Source: an optimization exercise on an open RTL-to-GDS flow (aim: small area). Production flows keep margins and buffers that such runs may drop.
Where RTL was checked, it was by simulation tests only, not by an equivalence proof against the original.
No activity file was given, so power comes from the tool's default toggle rates.

==> v26: inputs <==
==> flow/design.v (excerpt) <==
module rgb_led(
	input  clk,
	input  rst,
	input  tick,
	output [10:0] ledc,
	output [2:0] leda
);
Settings: LEC_CHECK=0, CAP_MARGIN=20, CORE_MARGIN=2, CORE_UTILIZATION=40, PLACE_DENSITY=0.6, SLEW_MARGIN=20; clock period 5.0 ns.
run.sh (not shown) runs the stock make flow with config.mk's settings and CLKGATE_MAP_FILE= SYNTH_SCRIPT=/design/flow/synth_recipe.tcl, a recipe that flattens the netlist after the stock synthesis.
==> v15: changes against v26 <==
==> flow/design.v (replaced) <==
`default_nettype none
module led_rca #(parameter N = 8) (
	input [N-1:0] a,
	input [N-1:0] b,
	input ci,
	output [N-1:0] s,
	output co
);
	wire [N:0] c;
	assign c[0] = ci;
	genvar i;
	generate for (i = 0; i < N; i = i + 1) begin : g
		assign s[i] = a[i] ^ b[i] ^ c[i];
		assign c[i+1] = (a[i] & b[i]) | (c[i] & (a[i] ^ b[i]));
	end endgenerate
	assign co = c[N];
endmodule
module led_cycler(
	input clk,
	input rst,
	input tick,
	input rst_d,
	input tick_d,
	output [2:0] rgb
);
parameter SOFFSET = 0;
parameter SSTART = 0;
	localparam LO = 8;
	localparam HI = 16 - LO;
	localparam [16:0] FIRST_END = 17'd65536 - SOFFSET;
	reg [16:0] q;
	reg [1:0] ph;
	reg first;
	reg done;     
	wire [17:0] ic;
	wire [16:0] qinc;
	assign ic[0] = 1'b1;
	genvar i;
	generate for (i = 0; i < 17; i = i + 1) begin : ginc
		assign qinc[i] = q[i] ^ ic[i];
		assign ic[i+1] = q[i] & ic[i];
	end endgenerate
	reg [16:0] q_n;
	reg [1:0] ph_n;
	reg first_n;
	always @(*) begin
		q_n = q;
		ph_n = ph;
		first_n = first;
		if (rst_d) begin
			q_n = 17'd0;
			ph_n = SSTART;
			first_n = 1'b1;
		end else if (tick_d) begin
			if (done) begin
				q_n = 17'd0;
				ph_n = (ph == 2'd2) ? 2'd0 : ph + 2'd1;
				first_n = 1'b0;
			end else begin
				q_n = qinc;
			end
		end
	end
	always @(posedge clk) begin
		q <= q_n;
		ph <= ph_n;
		first <= first_n;
		done <= done_n;
	end
	wire chg = ~rst_d & tick_d & done;
	wire done_n = first_n ? (q_n == FIRST_END) : q_n[16];
	wire chg_n = ~rst & tick & done_n;
	reg [LO-1:0] u_lo, d_lo, z_lo;
	reg [HI-1:0] u_hi, d_hi, z_hi;
	reg cu_mid, cd_mid;
	wire [LO-1:0] su_lo, sd_lo;
	wire [HI-1:0] su_hi, sd_hi;
	wire cu_lo, cd_lo, cu, cd;
	led_rca #(LO) add_u_lo (u_lo, q_n[LO-1:0], 1'b0, su_lo, cu_lo);
	led_rca #(LO) add_d_lo (d_lo, ~q_n[LO-1:0], first_n, sd_lo, cd_lo);
	led_rca #(HI) add_u_hi (u_hi, q[15:LO], cu_mid, su_hi, cu);
	led_rca #(HI) add_d_hi (d_hi, ~q[15:LO], cd_mid, sd_hi, cd);
	wire lo_rot = chg_n;
	wire lo_run = ~rst & ~chg_n;
	wire lo_keep = ~rst & chg_n;
	wire hi_rot = chg;
	wire hi_run = ~rst_d & ~chg;
	wire hi_keep = ~rst_d & chg;
	always @(posedge clk) begin
		cu_mid <= cu_lo;
		cd_mid <= cd_lo;
		u_lo <= {LO{lo_keep}} & z_lo | {LO{lo_run}} & su_lo;
		d_lo <= {LO{lo_keep}} & su_lo | {LO{lo_run}} & sd_lo;
		z_lo <= {LO{lo_keep}} & sd_lo | {LO{lo_run}} & z_lo;
		u_hi <= {HI{hi_keep}} & z_hi | {HI{hi_run}} & su_hi;
		d_hi <= {HI{hi_keep}} & su_hi | {HI{hi_run}} & sd_hi;
		z_hi <= {HI{hi_keep}} & sd_hi | {HI{hi_run}} & z_hi;
	end
	wire zf = first & ~|q[15:0];
	wire ou = cu;
	wire od = cd & ~zf;
	wire r = (ph == 2'd1) ? ou : (ph == 2'd2) ? od : 1'b0;
	wire g = (ph == 2'd2) ? ou : (ph == 2'd0) ? od : 1'b0;
	wire b = (ph == 2'd0) ? ou : (ph == 2'd1) ? od : 1'b0;
	assign rgb = {b, g, r};
endmodule
module rgb_led(
	input  clk,
	input  rst,
	input  tick,
	output [10:0] ledc,
	output [2:0] leda
);
	reg rst_d, tick_d;
	always @(posedge clk) begin
		rst_d <= rst;
		tick_d <= tick;
	end
	wire [2:0] c0, c1, c2, c3, c4, c5, c6, c7, c8, c9, c10;
	led_cycler #(.SOFFSET(0),     .SSTART(0)) ledcyc0  (clk, rst, tick, rst_d, tick_d, c0);
	led_cycler #(.SOFFSET(17873), .SSTART(0)) ledcyc1  (clk, rst, tick, rst_d, tick_d, c1);
	led_cycler #(.SOFFSET(35746), .SSTART(0)) ledcyc2  (clk, rst, tick, rst_d, tick_d, c2);
	led_cycler #(.SOFFSET(53619), .SSTART(0)) ledcyc3  (clk, rst, tick, rst_d, tick_d, c3);
	led_cycler #(.SOFFSET(5957),  .SSTART(1)) ledcyc4  (clk, rst, tick, rst_d, tick_d, c4);
	led_cycler #(.SOFFSET(23830), .SSTART(1)) ledcyc5  (clk, rst, tick, rst_d, tick_d, c5);
	led_cycler #(.SOFFSET(41704), .SSTART(1)) ledcyc6  (clk, rst, tick, rst_d, tick_d, c6);
	led_cycler #(.SOFFSET(59577), .SSTART(1)) ledcyc7  (clk, rst, tick, rst_d, tick_d, c7);
	led_cycler #(.SOFFSET(11915), .SSTART(2)) ledcyc8  (clk, rst, tick, rst_d, tick_d, c8);
	led_cycler #(.SOFFSET(29788), .SSTART(2)) ledcyc9  (clk, rst, tick, rst_d, tick_d, c9);
	led_cycler #(.SOFFSET(47661), .SSTART(2)) ledcyc10 (clk, rst, tick, rst_d, tick_d, c10);
	wire [10:0] lcred = {c10[1], c9[1], c8[1], c7[1], c6[1], c5[1], c4[1], c3[1], c2[1], c1[1], c0[1]};
	wire [10:0] lcgrn = {c10[0], c9[0], c8[0], c7[0], c6[0], c5[0], c4[0], c3[0], c2[0], c1[0], c0[0]};
	wire [10:0] lcblu = {c10[2], c9[2], c8[2], c7[2], c6[2], c5[2], c4[2], c3[2], c2[2], c1[2], c0[2]};
	wire [10:0] ledir = lcred | {11{rst_d}};
	wire [10:0] ledig = lcgrn | {11{rst_d}};
	wire [10:0] ledib = lcblu | {11{rst_d}};
	reg [9:0] timer;
	reg [1:0] col;
	reg [10:0] led_out_latch;
	always @(posedge clk) begin
		if (rst) begin
			timer <= 0;
			col <= 2'd3;
			led_out_latch <= 0;
		end else begin
			timer <= timer + 1'b1;
			case (col)
				2'd3: col <= 2'd0;
				2'd0: if (timer == 0) col <= 2'd1;
				2'd1: if (timer == 0) col <= 2'd2;
				default: if (timer == 0) col <= 2'd0;
			endcase
			case (col)
				2'd1: begin
					led_out_latch[0] <= ledig[0];
					led_out_latch[1] <= ledig[1];
					led_out_latch[2] <= ledig[2];
					led_out_latch[3] <= ledig[3];
					led_out_latch[4] <= ledig[4];
					led_out_latch[5] <= ledig[5];
					led_out_latch[6] <= ledig[6];
					led_out_latch[7] <= ledir[7];
					led_out_latch[8] <= ledir[8];
					led_out_latch[9] <= ledig[9];
					led_out_latch[10] <= ledig[10];
				end
				2'd2: begin
					led_out_latch[0] <= ledib[0];
					led_out_latch[1] <= ledir[1];
					led_out_latch[2] <= ledib[2];
					led_out_latch[3] <= ledir[3];
					led_out_latch[4] <= ledib[4];
					led_out_latch[5] <= ledir[5];
					led_out_latch[6] <= ledir[6];
					led_out_latch[7] <= ledib[7];
					led_out_latch[8] <= ledib[8];
					led_out_latch[9] <= ledib[9];
					led_out_latch[10] <= ledib[10];
				end
				default: begin
					led_out_latch[0] <= ledir[0];
					led_out_latch[1] <= ledib[1];
					led_out_latch[2] <= ledir[2];
					led_out_latch[3] <= ledib[3];
					led_out_latch[4] <= ledir[4];
					led_out_latch[5] <= ledib[5];
					led_out_latch[6] <= ledib[6];
					led_out_latch[7] <= ledig[7];
					led_out_latch[8] <= ledig[8];
					led_out_latch[9] <= ledir[9];
					led_out_latch[10] <= ledir[10];
				end
			endcase
		end
	end
	assign ledc = led_out_latch;
	assign leda = {col == 2'd2, col == 2'd1, col[1] == col[0]};
endmodule  
==> flow/config.mk (replaced) <==
export PLATFORM = sky130hd
export DESIGN_NAME = rgb_led
export DESIGN_NICKNAME = rgb_led
export VERILOG_FILES = /design/flow/design.v
export SDC_FILE = /design/flow/constraint.sdc
export NUM_CORES = 4
export LEC_CHECK = 0
export CAP_MARGIN = 20
export CORE_MARGIN = 2
export CORE_UTILIZATION = 60
export CTS_BUF_LIST = sky130_fd_sc_hd__clkbuf_4 sky130_fd_sc_hd__clkbuf_8
export GPL_TIMING_DRIVEN = 0
export PLACE_DENSITY = 0.7
export SLEW_MARGIN = 20
==> summary of the runs <==
v15 completed with no timing, DRC or antenna violations. v26 ran to the end with violations: setup timing. Against v15, the synthesized cell count of v26 is higher by 25%. Against v15, the global-route usage of v26 is lower by 15 points. Flip-flop and latch count is the same in v15 and v26. In v15 the critical path depth is higher than in v26, by 12. Of v15 and v26, v15 has the higher routed wire length (gap about 10%, measured against v26). Against v15, the clock power of v26 is higher by about 11%. Against v15, the sequential share of layout area of v26 is lower by 5.7 points. Of v15 and v26, v15 has the higher register-to-register slack (gap 330 ps).
Only the layout flow was run in v26; the RTL was not checked for function there.

-- afterwards: timing with drivers on the ports --
Ports are ideal in the flow. The routed layouts listed here were re-timed in OpenROAD. Step 1 assumes that a clkbuf_16 drives the clock port and a buf_2 every other input. Step 2 moves the port delays by t, midway between the first and last clock arrival at a register: inputs arrive t later, outputs are due t later. That takes back most of the time a late clock gives input paths. Slacks: ideal ports / drivers / drivers and shift; pairs: ideal ports / drivers.
run	shift t [ns]	setup slack, ns	worst register clock-pin slew, ns	worst slew at a driven data input, ns	pins driven straight from the clock port
v26	0.717	-0.257 / -0.257 / -0.257	0.06 / 0.06	0.05	1
v15	0.843	0.070 / 0.070 / 0.070	0.06 / 0.06	0.03	1
